Source: an optimization exercise on an open RTL-to-GDS flow (aim: small area). Production flows keep margins and buffers that such runs may drop.
Only simulation tests tie the RTL to the original design; equivalence was not proved.
No activity file was given, so power comes from the tool's default toggle rates.

lane 1:
==> module rf_bit, before the edit <==
module rf_bit (
    input  wire [31:0] d,
    input  wire [31:0] sel,
    output wire        y
);
    wire [10:0] n;
    genvar k;
    generate
        for (k = 0; k < 10; k = k + 1) begin : g_grp
            aoi222 u_grp (.a0(d[3*k]), .b0(sel[3*k]), .a1(d[3*k+1]), .b1(sel[3*k+1]),
                          .a2(d[3*k+2]), .b2(sel[3*k+2]), .y(n[k]));
        end
    endgenerate
    assign n[10] = ~((d[30] & sel[30]) | (d[31] & sel[31]));
    assign y = ~&n;
endmodule
==> flow/config.mk <==
export PLATFORM = sky130hd
export DESIGN_NAME = CPU
export DESIGN_NICKNAME = CPU
export VERILOG_FILES = /design/flow/design.v
export SDC_FILE = /design/flow/constraint.sdc
export NUM_CORES = 4
export LEC_CHECK = 0
export CAP_MARGIN = 5
export CORE_MARGIN = 2
export CORE_UTILIZATION = 50
export CTS_BUF_LIST = sky130_fd_sc_hd__clkbuf_8
export CTS_CLUSTER_DIAMETER = 50
export CTS_CLUSTER_SIZE = 12
export PLACE_DENSITY = 0.65
export SLEW_MARGIN = 5
export SYNTH_HIERARCHICAL = 1
==> flow/constraint.sdc <==
create_clock -name core_clock -period 18.0 [get_ports {clk}]
set_input_delay 3.6000 -clock core_clock [delete_from_list [all_inputs] [get_ports {clk}]]
set_output_delay 3.6000 -clock core_clock [all_outputs]
set_load 0.01 [all_outputs]
standard.sh (not shown) runs the stock make flow with config.mk's settings and CLKGATE_MAP_FILE= SYNTH_SCRIPT=/design/flow/synth_recipe.tcl, a recipe that flattens the netlist after the stock synthesis.
==> flow/flow/run.sh <==
#!/bin/bash
# Own layout flow: the standard ORFS flow (standard.sh, unchanged
# synthesis, floorplan, power grid and routing) with two changes:
#  - the clock tree is built without dummy balancing loads,
#  - port buffers use buf_1.
# make's full output goes to flow_make.log; each ORFS step writes its own
# log under orfs/logs/.
set -euo pipefail
bash standard.sh \
  "CTS_ARGS=-sink_clustering_enable -sink_clustering_size 12 -sink_clustering_max_diameter 50 -repair_clock_nets -dont_use_dummy_load -buf_list {sky130_fd_sc_hd__clkbuf_8}" \
  "BUFFER_PORTS_ARGS=-buffer_cell sky130_fd_sc_hd__buf_1" \
  finish > flow_make.log 2>&1
### lane 1 -> lane 2
==> flow/design.v, changed modules only <==
module rf_bit (
    input  wire [31:0] d,
    input  wire [31:0] sel,
    output wire        y
);
    wire [9:0] n;
    genvar k;
    generate
        for (k = 0; k < 10; k = k + 1) begin : g_grp
            aoi222 u_grp (.a0(d[3*k]), .b0(sel[3*k]), .a1(d[3*k+1]), .b1(sel[3*k+1]),
                          .a2(d[3*k+2]), .b2(sel[3*k+2]), .y(n[k]));
        end
    endgenerate
    wire [2:0] m;
    nand4g    u_m0 (.a(n[0]), .b(n[1]), .c(n[2]), .d(n[3]), .y(m[0]));
    nand4g    u_m1 (.a(n[4]), .b(n[5]), .c(n[6]), .d(n[7]), .y(m[1]));
    nand2aoi  u_m2 (.a(n[8]), .b(n[9]), .c0(d[30]), .d0(sel[30]), .c1(d[31]), .d1(sel[31]), .y(m[2]));
    or3g      u_or (.a(m[0]), .b(m[1]), .c(m[2]), .y(y));
endmodule
module nand4g (
    input  wire a, b, c, d,
    output wire y
);
    assign y = ~(a & b & c & d);
endmodule
module nand2aoi (
    input  wire a, b, c0, d0, c1, d1,
    output wire y
);
    assign y = ~(a & b) | (c0 & d0) | (c1 & d1);
endmodule
module or3g (
    input  wire a, b, c,
    output wire y
);
    assign y = a | b | c;
endmodule
## What came out
From lane 1 to lane 2 the numbers moved as follows: number of antenna diodes lower; clock period minus final worst setup slack lower; number of antenna violations at the first check in global routing higher; combinational power lower.
Lane 1 → lane 2: relative area change from synthesis to final layout essentially unchanged; effective utilization at floorplan ~0 delta; design area lost about 0.4%; largest net degree at the start of global routing now smaller; share of power burned in the clock network rose 0.2 points.
Compared with lane 1, lane 2 shows a higher maximum clock rate.
Compared with lane 1, lane 2 shows global-route wire length before repair that has gone up slightly.
Routed wire in lane 2 totals more than in lane 1.

what the ideal ports hide:
No port has a modelled driver above. Below, the same layouts with a new extraction and two added sets of constraints. Step 1 sets driving cells, clkbuf_16 on the clock port and buf_2 on the other inputs (assumed; they add their load-dependent delay and slew). Step 2, shift: input delay + t, output delay - t, t = (earliest + latest rising clock arrival at the registers) / 2. This alone moves slack from input paths to output paths. Slacks: ideal ports / drivers / drivers and shift; pairs: ideal ports / drivers.
run	t (ns)	setup WS [ns]	clock arrival spread, ns	slew at the worst register clock pin (ns)
lane 1	0.980	0.994 / 0.994 / 0.994	0.133 / 0.133	0.09 / 0.09
lane 2	0.966	1.109 / 1.109 / 1.109	0.117 / 0.117	0.09 / 0.09
After both steps setup and hold are still met in every run listed.
